Background: an optimization exercise with open tools, aiming at small area. Do not read the settings as production practice. Only simulation tests tie the RTL to the original design; equivalence was not proved. Power and IR drop assume default switching activity.

==> 11-27 <==
==> flow/design.v (excerpt) <==
module datapath(clock, reset_, memtoreg, regwrite, aluControl, instr, readDataDMem, zero, pc, aluOut, readData2, selBranch, alusrcA, alusrcB, jump, LSb_aluresult);
   input clock, reset_, memtoreg, selBranch, alusrcA, alusrcB, regwrite, jump;
   input [3:0] aluControl;
   input [31:0] instr, readDataDMem;
   output zero, LSb_aluresult;
   output [31:0] pc, aluOut, readData2;
   wire [31:0] pcnext, pcMux, pcInc;
   wire [31:0] immOut, aluinA, aluinB, writeDataRegFile, readData1;
   FFD_resettable #(32) pcreg(clock, reset_, pcnext, pc);
   assign pcInc = selBranch ? immOut : 32'd4;
   adder       pcadd(pc, pcInc, pcMux);
   assign pcnext = jump ? aluOut : pcMux;
   regfile     rf(clock, regwrite, instr[19:15], instr[24:20], instr[11:7], writeDataRegFile, readData1, readData2);
   assign writeDataRegFile = memtoreg ? readDataDMem : aluOut;
   immGenerator immg(instr, immOut);
   assign aluinB = alusrcB ? immOut : readData2;
   assign aluinA = alusrcA ? readData1 : pc;
   alu        alu(aluinA, aluinB, aluControl, aluOut, zero, LSb_aluresult);
endmodule
==> module regfile, before the edit <==
module regfile(clock, regWrite, readReg1, readReg2, regDest, writeData, readData1, readData2);
   input clock, regWrite;
   input [4:0] readReg1, readReg2, regDest;
   input [31:0] writeData;
   output [31:0] readData1, readData2;
   wire [31:1] we, s1, s2;
   wire [31:0] x [1:31];
   genvar k, b;
   generate for (k = 1; k < 32; k = k + 1) begin : g_dec
      assign we[k] = regWrite & (regDest == k);
      assign s1[k] = (readReg1 == k);
      assign s2[k] = (readReg2 == k);
   end endgenerate
   generate for (k = 1; k < 32; k = k + 1) begin : g_reg
      reg  [31:0] r;
      wire [31:0] d;
      wire wen = ~we[k];
      for (b = 0; b < 32; b = b + 1) begin : g_b
         g_ao22 u(we[k], writeData[b], wen, r[b], d[b]);
      end
      always @(posedge clock) r <= d;
      assign x[k] = r;
   end endgenerate
   generate for (b = 0; b < 32; b = b + 1) begin : g_rd
      wire [10:0] t1, t2;
      for (k = 0; k < 10; k = k + 1) begin : g_t
         g_aoi222 u1(s1[3*k+1], x[3*k+1][b], s1[3*k+2], x[3*k+2][b], s1[3*k+3], x[3*k+3][b], t1[k]);
         g_aoi222 u2(s2[3*k+1], x[3*k+1][b], s2[3*k+2], x[3*k+2][b], s2[3*k+3], x[3*k+3][b], t2[k]);
      end
      g_nand2 u1(s1[31], x[31][b], t1[10]);
      g_nand2 u2(s2[31], x[31][b], t2[10]);
      assign readData1[b] = ~&t1;
      assign readData2[b] = ~&t2;
   end endgenerate
endmodule
==> module datapath, before the edit <==
module datapath(clock, reset_, memtoreg, regwrite, aluControl, instr, readDataDMem, zero, pc, aluOut, readData2, selBranch, alusrcA, alusrcB, jump, LSb_aluresult);
   input clock, reset_, memtoreg, selBranch, alusrcA, alusrcB, regwrite, jump;
   input [3:0] aluControl;
   input [31:0] instr, readDataDMem;
   output zero, LSb_aluresult;
   output [31:0] pc, aluOut, readData2;
   wire [31:0] pcnext, pcMux, pcInc;
   wire [31:0] immOut, aluinA, aluinB, writeDataRegFile, readData1;
   FFD_resettable #(32) pcreg(clock, reset_, pcnext, pc);
   assign pcInc = selBranch ? immOut : 32'd4;
   adder       pcadd(pc, pcInc, pcMux);
   assign pcnext = jump ? aluOut : pcMux;
   regfile     rf(clock, regwrite, instr[19:15], instr[24:20], instr[11:7], writeDataRegFile, readData1, readData2);
   assign writeDataRegFile = memtoreg ? readDataDMem : aluOut;
   immGenerator immg(instr, immOut);
   assign aluinB = alusrcB ? immOut : readData2;
   assign aluinA = alusrcA ? readData1 : pc;
   alu        alu(aluinA, aluinB, aluControl, aluOut, zero, LSb_aluresult);
endmodule
Settings: LEC_CHECK=0, CAP_MARGIN=20, CORE_MARGIN=2, CORE_UTILIZATION=40, SETUP_SLACK_MARGIN=1.0, SLEW_MARGIN=20, SYNTH_HIERARCHICAL=1; clock period 150.0 ns.
standard.sh (not shown) runs the stock make flow with config.mk's settings and CLKGATE_MAP_FILE= SYNTH_SCRIPT=/design/flow/synth_recipe.tcl, a recipe that flattens the netlist after the stock synthesis.
==> flow/flow/run.sh <==
#!/bin/bash
# Own layout flow: the standard flow, except that the synthesis maps the
# combinational logic with the ABC script in flow/my.abc (area-oriented
# mapping without ABC's buffering and upsizing; OpenROAD repairs timing later).
# Registers are untouched by ABC, so they match the standard synthesis.
set -euo pipefail
W=$(pwd)
cp flow/my.abc "$W/my.abc"
cat > "$W/mysynth.tcl" <<EOT
proc abc {args} {
  set i [lsearch \$args -script]
  if {\$i >= 0} { lset args [expr {\$i+1}] $W/my.abc }
  set i [lsearch \$args -D]
  if {\$i >= 0} { set args [lreplace \$args \$i [expr {\$i+1}]] }
  foreach c {and2_0 or2_0 o21ai_0 a21boi_0} { lappend args -dont_use sky130_fd_sc_hd__\$c }
  yosys abc {*}\$args
}
source $W/synth_recipe.tcl
EOT
export BUFFER_PORTS_ARGS="-buffer_cell sky130_fd_sc_hd__buf_2"
make -C "$FLOW_HOME" DESIGN_CONFIG="$W/config.mk" WORK_HOME="$W/orfs" CLKGATE_MAP_FILE= \
  SYNTH_SCRIPT="$W/mysynth.tcl" synth > "$W/synth.log" 2>&1
bash standard.sh ${FLOW_LOCAL_TARGETS:-} > "$W/layout.log" 2>&1
==> flow/flow/my.abc <==
strash
&get -n
&dch
&nf -R 1000 -p
&put
==> inputs of 04-12, as changes to 11-27 <==
--- a/flow/design.v
+++ b/flow/design.v
@@ -103,25 +103,51 @@
       if (!reset_) q <= 0;
       else q <= d;
 endmodule
-module regfile(clock, regWrite, readReg1, readReg2, regDest, writeData, readData1, readData2);
+module regfile(clock, regWrite, readReg1, readReg2, regDest, writeData, readData1, readData2, selA, pc);
    input clock, regWrite;
    input [4:0] readReg1, readReg2, regDest;
    input [31:0] writeData;
    output [31:0] readData1, readData2;
-   wire [31:1] we, s1, s2;
+   input selA;
+   input [31:0] pc;
+   wire [3:0] hw, h1, h2;
+   wire [7:0] lw, l1, l2;
+   genvar k, b, q;
+   generate for (k = 0; k < 4; k = k + 1) begin : g_hi
+      assign hw[k] = regWrite & (regDest[4:3] == k);
+      assign h1[k] = selA & (readReg1[4:3] == k);
+      assign h2[k] = (readReg2[4:3] == k);
+   end endgenerate
+   generate for (k = 0; k < 8; k = k + 1) begin : g_lo
+      assign lw[k] = (regDest[2:0] == k);
+      assign l1[k] = (readReg1[2:0] == k);
+      assign l2[k] = (readReg2[2:0] == k);
+   end endgenerate
+   wire [3:0] hwn = ~hw, h1n = ~h1, h2n = ~h2;
+   wire [7:0] lwn = ~lw, l1n = ~l1, l2n = ~l2;
+   localparam NCP = 1;
+   wire [31:1] we [0:NCP-1];
+   wire [31:1] wen [0:NCP-1];
+   wire [31:1] s1 [0:NCP-1];
+   wire [31:1] s2 [0:NCP-1];
    wire [31:0] x [1:31];
-   genvar k, b;
+   wire [NCP-1:0] pcs;
+   generate for (q = 0; q < NCP; q = q + 1) begin : g_pcs
+      g_inv u(selA, pcs[q]);
+   end endgenerate
    generate for (k = 1; k < 32; k = k + 1) begin : g_dec
-      assign we[k] = regWrite & (regDest == k);
-      assign s1[k] = (readReg1 == k);
-      assign s2[k] = (readReg2 == k);
+      for (q = 0; q < NCP; q = q + 1) begin : g_cp
+         g_nor2  uwe(hwn[k/8], lwn[k%8], we[q][k]);
+         g_nand2 uwn(hw[k/8], lw[k%8], wen[q][k]);
+         g_nor2  us1(h1n[k/8], l1n[k%8], s1[q][k]);
+         g_nor2  us2(h2n[k/8], l2n[k%8], s2[q][k]);
+      end
    end endgenerate
    generate for (k = 1; k < 32; k = k + 1) begin : g_reg
       reg  [31:0] r;
       wire [31:0] d;
-      wire wen = ~we[k];
       for (b = 0; b < 32; b = b + 1) begin : g_b
-         g_ao22 u(we[k], writeData[b], wen, r[b], d[b]);
+         g_ao22 u(we[b*NCP/32][k], writeData[b], wen[b*NCP/32][k], r[b], d[b]);
       end
       always @(posedge clock) r <= d;
       assign x[k] = r;
@@ -129,11 +155,11 @@
    generate for (b = 0; b < 32; b = b + 1) begin : g_rd
       wire [10:0] t1, t2;
       for (k = 0; k < 10; k = k + 1) begin : g_t
-         g_aoi222 u1(s1[3*k+1], x[3*k+1][b], s1[3*k+2], x[3*k+2][b], s1[3*k+3], x[3*k+3][b], t1[k]);
-         g_aoi222 u2(s2[3*k+1], x[3*k+1][b], s2[3*k+2], x[3*k+2][b], s2[3*k+3], x[3*k+3][b], t2[k]);
+         g_aoi222 u1(s1[b*NCP/32][3*k+1], x[3*k+1][b], s1[b*NCP/32][3*k+2], x[3*k+2][b], s1[b*NCP/32][3*k+3], x[3*k+3][b], t1[k]);
+         g_aoi222 u2(s2[b*NCP/32][3*k+1], x[3*k+1][b], s2[b*NCP/32][3*k+2], x[3*k+2][b], s2[b*NCP/32][3*k+3], x[3*k+3][b], t2[k]);
       end
-      g_nand2 u1(s1[31], x[31][b], t1[10]);
-      g_nand2 u2(s2[31], x[31][b], t2[10]);
+      g_aoi22 u1(s1[b*NCP/32][31], x[31][b], pcs[b*NCP/32], pc[b], t1[10]);
+      g_nand2 u2(s2[b*NCP/32][31], x[31][b], t2[10]);
       assign readData1[b] = ~&t1;
       assign readData2[b] = ~&t2;
    end endgenerate
@@ -7885,15 +7911,22 @@
    output zero, LSb_aluresult;
    output [31:0] pc, aluOut, readData2;
    wire [31:0] pcnext, pcMux, pcInc;
-   wire [31:0] immOut, aluinA, aluinB, writeDataRegFile, readData1;
-   FFD_resettable #(32) pcreg(clock, reset_, pcnext, pc);
+   wire [31:0] immOut, aluinA, aluinB, writeDataRegFile;
+   reg [31:0] pc;
+   always @(posedge clock) pc <= pcnext;
+   wire pj  = reset_ & jump;
+   wire pnj = reset_ & ~jump;
    assign pcInc = selBranch ? immOut : 32'd4;
    adder       pcadd(pc, pcInc, pcMux);
-   assign pcnext = jump ? aluOut : pcMux;
-   regfile     rf(clock, regwrite, instr[19:15], instr[24:20], instr[11:7], writeDataRegFile, readData1, readData2);
-   assign writeDataRegFile = memtoreg ? readDataDMem : aluOut;
+   regfile     rf(clock, regwrite, instr[19:15], instr[24:20], instr[11:7], writeDataRegFile, aluinA, readData2, alusrcA, pc);
    immGenerator immg(instr, immOut);
-   assign aluinB = alusrcB ? immOut : readData2;
-   assign aluinA = alusrcA ? readData1 : pc;
+   wire m2r = memtoreg, m2rn = ~memtoreg;
+   wire sb = alusrcB, sbn = ~alusrcB;
+   genvar b;
+   generate for (b = 0; b < 32; b = b + 1) begin : g_mx
+      g_ao22 upc(pj, aluOut[b], pnj, pcMux[b], pcnext[b]);
+      g_ao22 uwd(m2r, readDataDMem[b], m2rn, aluOut[b], writeDataRegFile[b]);
+      g_ao22 usb(sb, immOut[b], sbn, readData2[b], aluinB[b]);
+   end endgenerate
    alu        alu(aluinA, aluinB, aluControl, aluOut, zero, LSb_aluresult);
 endmodule
==> comparison <==
04-12 passed the timing, DRC and antenna checks. 11-27 went through all stages and came out clean. Sequential share of layout area is about the same in 11-27 and 04-12. Between 11-27 and 04-12, the lower die area is in 04-12 (gap 1.1%, measured against 04-12). Between 04-12 and 11-27, the lower clock power is in 11-27 (gap about 4%, measured against 11-27). In 04-12 the area after synthesis is lower than in 11-27, by about 1.1%. Of 04-12 and 11-27, 04-12 has the higher register-to-register slack (gap 0.09 ns). In 04-12 the utilization is higher than in 11-27, by 0.15 points. In 11-27 the final cell count is larger than in 04-12, by 0.54%. In sequential power, 04-12 and 11-27 hardly differ.

==> port drivers added, routing unchanged <==
No port has a modelled driver above. Below, the same layouts with a new extraction and two added sets of constraints.
Step 1 (the two cells are an assumption about what drives the block):
set clk [get_ports {clock}]
set_driving_cell -lib_cell sky130_fd_sc_hd__clkbuf_16 $clk
set_driving_cell -lib_cell sky130_fd_sc_hd__buf_2 [delete_from_list [all_inputs] $clk]
Step 2 times the ports against the registers' clock, not the clock port: input delays grow and output delays shrink by t, the midpoint of the rising clock arrivals with the driver on.
a / b / c = ideal / step 1 / step 2; a / b = the first two.
run	t, ns	setup WS [ns]	latest minus earliest clock arrival (ns)	slew at the worst register clock pin (ns)
11-27	0.766	7.410 / 7.375 / 7.375	0.025 / 0.025	0.07 / 0.07
04-12	0.801	7.479 / 7.386 / 7.386	0.059 / 0.060	0.07 / 0.07
After both steps setup and hold are still met in every run listed. The setup slack of 04-12, which loses most, moves by -0.093 ns with the drivers and by -0.093 ns with both steps.
